What follows belongs to an exercise in optimizing a design on an open flow for small area, a short achievable clock period and few clock cycles per item; a production flow would make more cautious choices. At most, simulation tests tie the RTL to the original design; equivalence was not proved. Power is estimated from default activity; no workload was simulated.

Setup of run 1:
// NN
module NN
    # (parameter DATAWIDTH = 32)
    (
    input wire signed[31:0] input_1,
    input wire signed[31:0] input_2,
    input wire clk,
    input wire resetn,
    input wire enable,
    output reg signed[31:0] final_output,
    output reg total_ovf,
    output reg total_zero,
    output reg[2:0] ovf_fsm_state,
    output reg[2:0] zero_fsm_state,
    output wire ready,
    output reg done
);
export LEC_CHECK = 0
export CAP_MARGIN = 50
export CORE_MARGIN = 2
export CORE_UTILIZATION = 65
export SLEW_MARGIN = 50
create_clock -name core_clock -period 16.0 [get_ports {clk}]
standard.sh (not shown) runs the stock make flow with config.mk's settings and CLKGATE_MAP_FILE= SYNTH_SCRIPT=/design/flow/synth_recipe.tcl, a recipe that flattens the netlist after the stock synthesis.
==> flow/flow/run.sh <==
#!/bin/bash
# Own layout flow: the standard ORFS flow (standard.sh, standard synthesis unchanged),
# with the port buffers chosen explicitly instead of the resizer's default pick.
set -euo pipefail
bash standard.sh "BUFFER_PORTS_ARGS=-buffer_cell sky130_fd_sc_hd__buf_2" finish > flow_standard.log 2>&1
Run 1 reached the end of the flow, and the finished layout is clean on the timing, DRC and antenna checks.
Testbench counts of run 1, summed over its fixed seeds: cycles 2,408, items 2,400.
### run 1 -> run 2
--- a/flow/flow/run.sh
+++ b/flow/flow/run.sh
@@ -4,2 +4,2 @@
 set -euo pipefail
-bash standard.sh "BUFFER_PORTS_ARGS=-buffer_cell sky130_fd_sc_hd__buf_2" finish > flow_standard.log 2>&1
+bash standard.sh "BUFFER_PORTS_ARGS=-buffer_cell sky130_fd_sc_hd__buf_2" SETUP_SLACK_MARGIN=11.6 finish > flow_standard.log 2>&1
### Flow results
Comparing met3 capacity usage during global routing for run 1 and run 2, the bigger number came from run 1.
Re maximum single-stage delay on the critical path: run 2 is 0.03 ns up on run 1.
Looking at the reports, run 2 completed the entire flow and the layout it produced met the timing, DRC and antenna checks.
Run 2 — fmax 1.2% higher, run 1 as reference
Reported for run 1 and run 2, number of nets with antenna violations after detailed routing turned out identical to the last digit.
From run 1 to run 2 the numbers moved as follows: net switching power figure climbed about 17%; areal power density over the cells dropped 6.2%; clock network power share climbed 0.5 points.
Changes in run 3 relative to run 2:
--- a/flow/flow/run.sh
+++ b/flow/flow/run.sh
@@ -4,2 +4,2 @@
 set -euo pipefail
-bash standard.sh "BUFFER_PORTS_ARGS=-buffer_cell sky130_fd_sc_hd__buf_2" SETUP_SLACK_MARGIN=11.6 finish > flow_standard.log 2>&1
+bash standard.sh "BUFFER_PORTS_ARGS=-buffer_cell sky130_fd_sc_hd__buf_2" SETUP_SLACK_MARGIN=11.6 SETUP_MOVE_SEQUENCE=sizeup,swap finish > flow_standard.log 2>&1
==> comparison <==
- Delta (run 3 minus run 2): max-slew headroom at the worst pin grew by 0.84 points; global-route usage saw a decrease; number of flip-flops and latches ~0 delta; actual transition at the worst max-transition pin decreased 0.013 ns.
- The final reports for run 3 and run 2 show combinational power lower in the former.
- Delta (run 3 minus run 2): post-layout worst setup margin +0.021 ns; post-route clock period utilization ~0 delta.

* * *

The RTL this note starts from:
==> flow/design.v <==
`timescale 1ns / 1ps
module NN
    # (parameter DATAWIDTH = 32)
    (
    input wire signed[31:0] input_1,
    input wire signed[31:0] input_2,
    input wire clk,
    input wire resetn,
    input wire enable,
    output reg signed[31:0] final_output,
    output reg total_ovf,
    output reg total_zero,
    output reg[2:0] ovf_fsm_state,
    output reg[2:0] zero_fsm_state,
    output wire ready,
    output reg done
);
function gt_const31(input [30:0] x, input [30:0] c);
    integer lv, k;
    reg [31:0] g, e;
    begin
        g = {1'b0, x & ~c};
        e = {1'b1, ~(x ^ c)};
        for (lv = 1; lv < 32; lv = lv * 2)
            for (k = 0; k + lv < 32; k = k + 2 * lv) begin
                g[k] = g[k+lv] | (e[k+lv] & g[k]);
                e[k] = e[k+lv] & e[k];
            end
        gt_const31 = g[0];
    end
endfunction
wire [30:0] i1o = {1'b0, ~input_1[31], input_1[30:2]};
wire [30:0] i2o = {~input_2[31], input_2[30:1]};
wire [3:0] r3 = {!gt_const31(i1o, ((357913941) + 31'sd536870912)), gt_const31(i1o, ((-357913941) + 31'sd536870912)),
                 !gt_const31(i2o, ((429496729) + 32'sd1073741824)), gt_const31(i2o, ((-429496730) + 32'sd1073741824))};
wire [3:0] r4 = {!gt_const31(i1o, ((44739243) + 31'sd536870912)), gt_const31(i1o, ((-44739242) + 31'sd536870912)),
                 !gt_const31(i2o, ((42949673) + 32'sd1073741824)), gt_const31(i2o, ((-42949673) + 32'sd1073741824))};
wire [1:0] z3 = {input_1[31:2] == 30'd0, input_2[31:1] == 31'd0};
wire [2:0] z4 = {input_1[31:2] == 30'd89478486, input_1[31:2] == (30'h3FFFFFFF & -30'sd178956970),
                 input_2[31:1] == (31'h7FFFFFFF & -31'sd429496729)};
wire [31:0] na = ~input_1;
wire [31:0] nb = ~input_2;
wire [31:0] q1 = {na[30:2], 3'b000};
wire [31:0] q2 = {na[29:2], 4'b0000};
wire [31:0] q3 = {nb[29:1], 3'b000};
wire [31:0] q4 = {nb[28:1], 4'b0000};
wire [31:0] q5 = {nb[31], nb[31:1]};
wire [31:0] qk = 32'd82;
wire [31:0] sa = q1 ^ q3 ^ q5;
wire [31:0] ca = ((q1 & q3) | (q1 & q5) | (q3 & q5)) << 1;
wire [31:0] sb = q2 ^ q4 ^ qk;
wire [31:0] cb = ((q2 & q4) | (q2 & qk) | (q4 & qk)) << 1;
wire [31:0] s2 = sa ^ ca ^ sb;
wire [31:0] c2 = ((sa & ca) | (sa & sb) | (ca & sb)) << 1;
wire [31:0] s3 = s2 ^ c2 ^ cb;
wire [31:0] c3 = ((s2 & c2) | (s2 & cb) | (c2 & cb)) << 1;
reg [31:0] s3_q, c3_q;
reg [3:0] r3_q, r4_q;
reg [1:0] z3_q;
reg [2:0] z4_q;
reg en_q;
always @(posedge clk) begin
    s3_q <= s3;
    c3_q <= c3;
    r3_q <= r3;
    r4_q <= r4;
    z3_q <= z3;
    z4_q <= z4;
end
wire [31:0] pg_p = s3_q ^ c3_q;
wire [31:0] pg_g = s3_q & c3_q;
wire [31:0] gl [0:5];
wire [31:0] pl [0:5];
assign gl[0] = pg_g;
assign pl[0] = pg_p;
genvar lv, bi;
generate
    for (lv = 0; lv < 5; lv = lv + 1) begin : PREFIX
        for (bi = 0; bi < 32; bi = bi + 1) begin : BIT
            if (bi & (1 << lv)) begin : COMB
                assign gl[lv+1][bi] = gl[lv][bi] | (pl[lv][bi] & gl[lv][((bi >> lv) << lv) - 1]);
                assign pl[lv+1][bi] = pl[lv][bi] & pl[lv][((bi >> lv) << lv) - 1];
            end else begin : PASS
                assign gl[lv+1][bi] = gl[lv][bi];
                assign pl[lv+1][bi] = pl[lv][bi];
            end
        end
    end
endgenerate
wire [31:0] w = pg_p ^ {gl[5][30:0], 1'b0};
wire u31 = (w[31] == w[30]);
wire u29 = (w[31:28] == 4'b0000) || (w[31:28] == 4'b1111);
wire r3_ok = &r3_q;
wire r4_ok = &r4_q;
wire ovf = !(r4_ok && u29);
reg [28:0] w_q;
reg ovf_q;
reg [2:0] ovf_st_q;
reg [2:0] zero_st_q;
always @(posedge clk) begin
    w_q <= w[28:0];
    ovf_q <= ovf;
    ovf_st_q <= !r3_ok ? 3'd3 : (!r4_ok || !u31) ? 3'd4 : !u29 ? 3'd5 : 3'd0;
    zero_st_q <= ((|z4_q) && r3_ok) ? 3'd4 : (|z3_q) ? 3'd3 : 3'd0;
end
always @(posedge clk, negedge resetn) begin
    if (!resetn) begin
        en_q <= 1'b0;
        done <= 1'b0;
    end else begin
        en_q <= enable;
        done <= en_q;
    end
end
assign ready = 1'b1;
always @(*) begin
    final_output = {~w_q | {29{ovf_q}}, 1'b1, ovf_q, ovf_q};
    total_ovf = ovf_q;
    total_zero = 1'b0;
    ovf_fsm_state = ovf_st_q;
    zero_fsm_state = zero_st_q;
end
endmodule
clock: 16.0 ns
lec_check: 0
cap_margin: 50
core_margin: 2
core_utilization: 65
slew_margin: 50
==> flow/flow/run.sh <==
#!/bin/bash
# Own layout flow: the standard ORFS flow (standard.sh, standard synthesis unchanged),
# with the port buffers chosen explicitly instead of the resizer's default pick.
set -euo pipefail
bash standard.sh "BUFFER_PORTS_ARGS=-buffer_cell sky130_fd_sc_hd__buf_2" finish > flow_standard.log 2>&1
Next try:
CAP_MARGIN = 20   (was 50)
SLEW_MARGIN = 20   (was 50)
=>
- clock power barely changes
- flip-flop and latch count does not change
- core utilization stays flat
Function was not checked in any run of this note: the RTL went through the layout flow alone.

* * *

NN, a different RTL version from the one above (not shown whole).
For scale: about 760 cells after synthesis, about 37 flip-flops, about 6700 µm² of cells after synthesis.
clock: 16.0 ns
lec_check: 0
cap_margin: 20
core_margin: 2
core_utilization: 40
slew_margin: 20
Scripts as last shown in full above: flow/flow/run.sh
Edit:
==> flow/flow/run.sh (replaced) <==
#!/bin/bash
# Own layout flow: the standard ORFS flow (standard.sh, standard synthesis unchanged),
# with the port buffers chosen explicitly instead of the resizer's default pick.
set -euo pipefail
bash standard.sh "BUFFER_PORTS_ARGS=-buffer_cell sky130_fd_sc_hd__buf_2" SETUP_SLACK_MARGIN=11 finish > flow_standard.log 2>&1
Global-route usage climbs by 0.91 points.
Maximum frequency climbs by 6.8%.
Count of clock-buffer cells in the layout does not change.
No functional check of the RTL was part of any run of this note.

* * *

Setup of run P:
Another version of the RTL of NN (not shown whole).
Size: about 670 cells after synthesis, ~100 flip-flops, about 0.0067 mm^2 of cells after synthesis.
// NN
module NN
    # (parameter DATAWIDTH = 32)
    (
    input wire signed[31:0] input_1,
    input wire signed[31:0] input_2,
    input wire clk,
    input wire resetn,
    input wire enable,
    output reg signed[31:0] final_output,
    output reg total_ovf,
    output reg total_zero,
    output reg[2:0] ovf_fsm_state,
    output reg[2:0] zero_fsm_state,
    output wire ready,
    output reg done
);
clock: 16.0 ns
lec_check: 0
cap_margin: 50
core_margin: 2
core_utilization: 65
slew_margin: 50
==> flow/flow/run.sh <==
#!/bin/bash
# Own layout flow: the standard ORFS flow (standard.sh, standard synthesis unchanged),
# with the port buffers chosen explicitly instead of the resizer's default pick.
set -euo pipefail
bash standard.sh "BUFFER_PORTS_ARGS=-buffer_cell sky130_fd_sc_hd__buf_2" finish > flow_standard.log 2>&1
Testbench counts of run P, summed over its fixed seeds: cycles 2,408, items 2,400.
### run P -> run Z
- SLEW_MARGIN changed from 50 to 20
- CAP_MARGIN changed from 50 to 20
[summary]
- Summary — detailed-routed wire length on met2, run Z relative to run P: higher, by 2.7%.
- Final worst-path cycle share: run Z higher than run P
- Non-clock buffering overhead in the final layout: run Z vs run P, no meaningful difference
- Fmax: run Z lower than run P
- On power of the sequential group, run P and run Z are basically level.
- Row routed wirelength normalized by instance count: run Z higher / run P lower
- Run P and run Z ended up with nearly the same final design instance area without fill.
- When run Z is set beside run P, its critical path depth turns out to be 7 smaller.
- On proportion of cell area occupied by multi-input gates, run P and run Z are basically level.

==> port drivers added, routing unchanged <==
How much do the figures lean on ideal ports? The routed layouts below were timed once more, with nothing changed but the port constraints.
Step 1 (the two cells are an assumption about what drives the block):
set clk [get_ports {clk}]
set_driving_cell -lib_cell sky130_fd_sc_hd__clkbuf_16 $clk
set_driving_cell -lib_cell sky130_fd_sc_hd__buf_2 [delete_from_list [all_inputs] $clk]
Step 2, shift: input delay + t, output delay - t, t = (earliest + latest rising clock arrival at the registers) / 2. This alone moves slack from input paths to output paths.
a / b / c = no drivers / after step 1 / after step 2; a / b = the first two.
| run | t, ns | slack for setup (ns) | worst setup path after step 2 | latest minus earliest clock arrival (ns) | worst slew at a driven data input, ns |
|---|---|---|---|---|---|
| run 1 | 0.406 | 11.259 / 11.276 / 10.870 | input to register | 0.008 / 0.008 | 0.05 |
| run 2 | 0.416 | 11.314 / 11.307 / 10.891 | input to register | 0.014 / 0.014 | 0.08 |
| run 3 | 0.414 | 11.336 / 11.324 / 10.910 | input to register | 0.011 / 0.010 | 0.08 |
| the first run of note 2 | 0.417 | 11.238 / 11.230 / 10.813 | input to register | 0.015 / 0.014 | 0.04 |
| the second run of note 2 | 0.417 | 11.132 / 11.095 / 10.812 | input to register | 0.015 / 0.014 | 0.04 |
| the first run of note 3 | 0.330 | 9.112 / 9.121 / 8.791 | input to register | 0.005 / 0.005 | 0.06 |
| the second run of note 3 | 0.332 | 9.553 / 9.519 / 9.187 | input to register | 0.008 / 0.008 | 0.09 |
| run P | 0.412 | 11.267 / 11.282 / 10.870 | input to register | 0.014 / 0.014 | 0.05 |
| run Z | 0.415 | 11.183 / 11.145 / 10.823 | input to register | 0.010 / 0.010 | 0.05 |
After both steps every run listed still meets setup and hold. For run 3, which loses most, drivers alone change the setup slack by -0.012 ns; drivers and shift together by -0.426 ns.
